Source: an optimization exercise on an open RTL-to-GDS flow (aim: small area and a short achievable clock period). Production flows keep margins and buffers that such runs may drop.
Only simulation tests tie the RTL to the original design; equivalence was not proved.

v5:
// fft_complex_compute
module fft_complex_compute #(
  parameter DATA_WIDTH = 32
) (
  input  logic clk,
  input  logic [DATA_WIDTH-1:0] x_N,
  input  logic [DATA_WIDTH-1:0] x_M,
  input  logic [DATA_WIDTH-1:0] w_N,
  output logic [DATA_WIDTH-1:0] y_N,
  output logic [DATA_WIDTH-1:0] y_M
);
Size in the first run: roughly 3,000 cells after synthesis, about 340 flip-flops, roughly 160 I/O pins, roughly 0.031 mm^2 of cells after synthesis.
clock: 8.0 ns
lec_check: 0
abc_area: 1
cap_margin: 20
core_margin: 2
core_utilization: 40
cts_cluster_diameter: 120
cts_cluster_size: 20
gpl_routability_driven: 0
setup_slack_margin: 4.5
slew_margin: 20
synth_hierarchical: 1
synth_minimum_keep_size: 0
standard.sh (not shown) runs the stock make flow with config.mk's settings and CLKGATE_MAP_FILE= SYNTH_SCRIPT=/design/flow/synth_recipe.tcl, a recipe that flattens the netlist after the stock synthesis.
==> flow/flow/run.sh <==
#!/bin/bash
# The standard layout (the standard.sh: ORFS synthesis through finish,
# unchanged), except that the port buffers that global placement inserts on
# every input and output are the platform's smallest buffer (buf_1) rather
# than the one buffer_ports picks by default.  Timing repair still resizes
# them where a path needs it.  The tools' output goes to standard.log.
set -euo pipefail
export BUFFER_PORTS_ARGS="-buffer_cell sky130_fd_sc_hd__buf_1"
bash standard.sh > standard.log 2>&1
The inputs of v3 differ from those of v5 as listed below.
Settings: GPL_ROUTABILITY_DRIVEN no longer set, was 0; SETUP_SLACK_MARGIN now 4.4, was 4.5.
Findings:
[v3] design area fell about 1% relative to v5
Delta (v3 minus v5): number of gates given a new drive strength after cts now smaller; number of setup buffers added after CTS decreased 9; worst setup slack shows a reduction of 0.098 ns.
What v47 does differently from v3 at the input level:
Settings: a change of CORE_UTILIZATION from 40 to 55; a change of SETUP_SLACK_MARGIN from 4.4 to 4.5.
### Flow results
NOTE die outline area v3->v47 decreased by more than a quarter. Every run (v3 and v47) finished clean. Compared with v3, v47 degrades via count. v47 has non-clock buffer count below what v3 had. v3 → v47: total buffers and inverters traversed by the critical path dropped 1; site row count now smaller; final cell count without fillers now sits lower.
Relative to v47, the following input files were edited for v16:
Settings: putting TNS_END_PERCENT at 25 where nothing was set; swapping 55 for 40 in CORE_UTILIZATION.
==> notes.md <==
- v16: full flow OK, the timing, DRC and antenna checks passed
- v47 completed; timing, DRC and antenna clean
- Summed area of non-filler cells in the final layout on v16 is behind v47.
- Taking v47 as the reference, in v16 worst hold slack essentially unchanged; setup slack decreased 0.0057 ns; longest individual stage delay on the worst path decreased 0.07 ns; total routed wirelength decreased about 4%.
- Inserted tap cell count delta for v16 relative to v47: 38% higher
- v16 vs. v47: non-clock buffer count went up by 5.

* * *

## run A
fft_complex_compute again, from the RTL that the note above started with.
## fft_complex_compute
module fft_complex_compute #(
  parameter DATA_WIDTH = 32
) (
  input  logic clk,
  input  logic [DATA_WIDTH-1:0] x_N,
  input  logic [DATA_WIDTH-1:0] x_M,
  input  logic [DATA_WIDTH-1:0] w_N,
  output logic [DATA_WIDTH-1:0] y_N,
  output logic [DATA_WIDTH-1:0] y_M
);
Settings: LEC_CHECK=0, ABC_AREA=1, CAP_MARGIN=20, CORE_MARGIN=2, CORE_UTILIZATION=40, SETUP_SLACK_MARGIN=4.5, SLEW_MARGIN=20, SYNTH_HIERARCHICAL=1, SYNTH_MINIMUM_KEEP_SIZE=0; clock period 8.0 ns.
run.sh (not shown) runs the stock make flow with config.mk's settings and CLKGATE_MAP_FILE= SYNTH_SCRIPT=/design/flow/synth_recipe.tcl, a recipe that flattens the netlist after the stock synthesis.
Stock flow here: none of the scripts above is used.
--- input diff run A..run B ---
- an added CTS_CLUSTER_SIZE of 20
- an added TNS_END_PERCENT of 5
- an added CTS_CLUSTER_DIAMETER of 120
==> flow/flow/run.sh (new file) <==
#!/bin/bash
# The standard layout (the standard.sh: ORFS synthesis through finish,
# unchanged), except that the port buffers that global placement inserts on
# every input and output are the platform's smallest buffer (buf_1) rather
# than the one buffer_ports picks by default.  Timing repair still resizes
# them where a path needs it.  The tools' output goes to standard.log.
set -euo pipefail
export BUFFER_PORTS_ARGS="-buffer_cell sky130_fd_sc_hd__buf_1"
bash standard.sh > standard.log 2>&1
==> flow/standard.sh (new file) <==
#!/bin/bash
# synth_recipe.tcl (not shown) runs the flow's synth.tcl, then flattens the netlist and writes it again
# the make line also repeats each setting of config.mk as NAME=value (left out here)
make -C /OpenROAD-flow-scripts/flow DESIGN_CONFIG=/design/flow/config.mk WORK_HOME=/design/flow/orfs CLKGATE_MAP_FILE= SYNTH_SCRIPT=/design/flow/synth_recipe.tcl "${@:-finish}"
removed: flow/run.sh
Notes after the runs:
Looking at capture point of the critical path, the qi_h0_3 result is from run B; the qi_l1g0 one comes from run A.
Run B ends up with a met3 routed wirelength that is 680 um lower than in run A.
Diff run A -> run B: total number of nets in the final design decreased 33.
Summary: with run A as the reference, count of plain and timing-repair buffers in the layout in run B moved down by a few percent.
Run B reports its cell at the slowest stage of the critical path as sky130_fd_sc_hd__fa_1 while run A reports sky130_fd_sc_hd__fa_2.
Run B vs run A — area added between synthesis and finish dropped 7.1 points.
Run A → run B: summed area of non-filler cells in the final layout went down about 6%; core occupancy in the finished layout moved down; area occupied by multi-input gates lower.
[inputs] run C vs run B
- PLACE_DENSITY newly set to 0.75
- TNS_END_PERCENT removed (was 5)
Cmp run B and run C / via count / higher: run C
Per the comparison of run C with run B, xor/xnor cell area share of the yosys netlist stayed essentially flat.
Run C: PASS, flow complete, no timing, DRC or antenna violations
From run B to run C the numbers moved as follows: cell count saw an increase, utilization higher, sum of routed wire length over all layers went up by about 1.6%.
Delta(number of antenna diodes, run C - run B) > 0
diff inputs: run C => run D
- clearing PLACE_DENSITY, which used to be 0.75
- swapping 4.5 for 4.6 in SETUP_SLACK_MARGIN
Notes after the runs:
Run D closes out successfully: all stages finished, all timing, DRC and antenna checks passed.
~same worst hold slack in run D and run C
Clock-buffer cell count was higher in the run labelled run C.
Worst-path cell with the longest stage delay = sky130_fd_sc_hd__fa_1: run C; worst-path cell with the longest stage delay = sky130_fd_sc_hd__xor2_1: run D
Compared with run C, in run D met3 global-route usage saw a decrease; fraction of standard cell area in multi-input logic saw a decrease.

==> afterwards: timing with drivers on the ports <==
Ports are ideal in the flow. The routed layouts listed here were re-timed in OpenROAD.
Step 1: set_driving_cell puts a clkbuf_16 on clk and a buf_2 on each other input, an assumption about the parent block.
Step 2 also shifts input and output timing later by t, the mid clock arrival at the registers, as if the neighbouring blocks saw the same clock.
Slacks: ideal / step 1 / step 2; pairs: ideal / step 1.
run	t, ns	slack for setup (ns)	slew at the worst register clock pin (ns)
v5	0.673	4.540 / 4.540 / 4.540	0.10 / 0.10
v3	0.665	4.442 / 4.442 / 4.442	0.10 / 0.10
v47	0.633	4.503 / 4.503 / 4.503	0.09 / 0.09
v16	0.661	4.498 / 4.498 / 4.498	0.10 / 0.10
run A	0.663	4.522 / 4.522 / 4.522	0.07 / 0.07
run B	0.667	4.388 / 4.388 / 4.388	0.10 / 0.10
run C	0.663	4.433 / 4.433 / 4.433	0.10 / 0.10
run D	0.667	4.425 / 4.425 / 4.425	0.10 / 0.10
After both steps setup and hold are still met in every run listed.
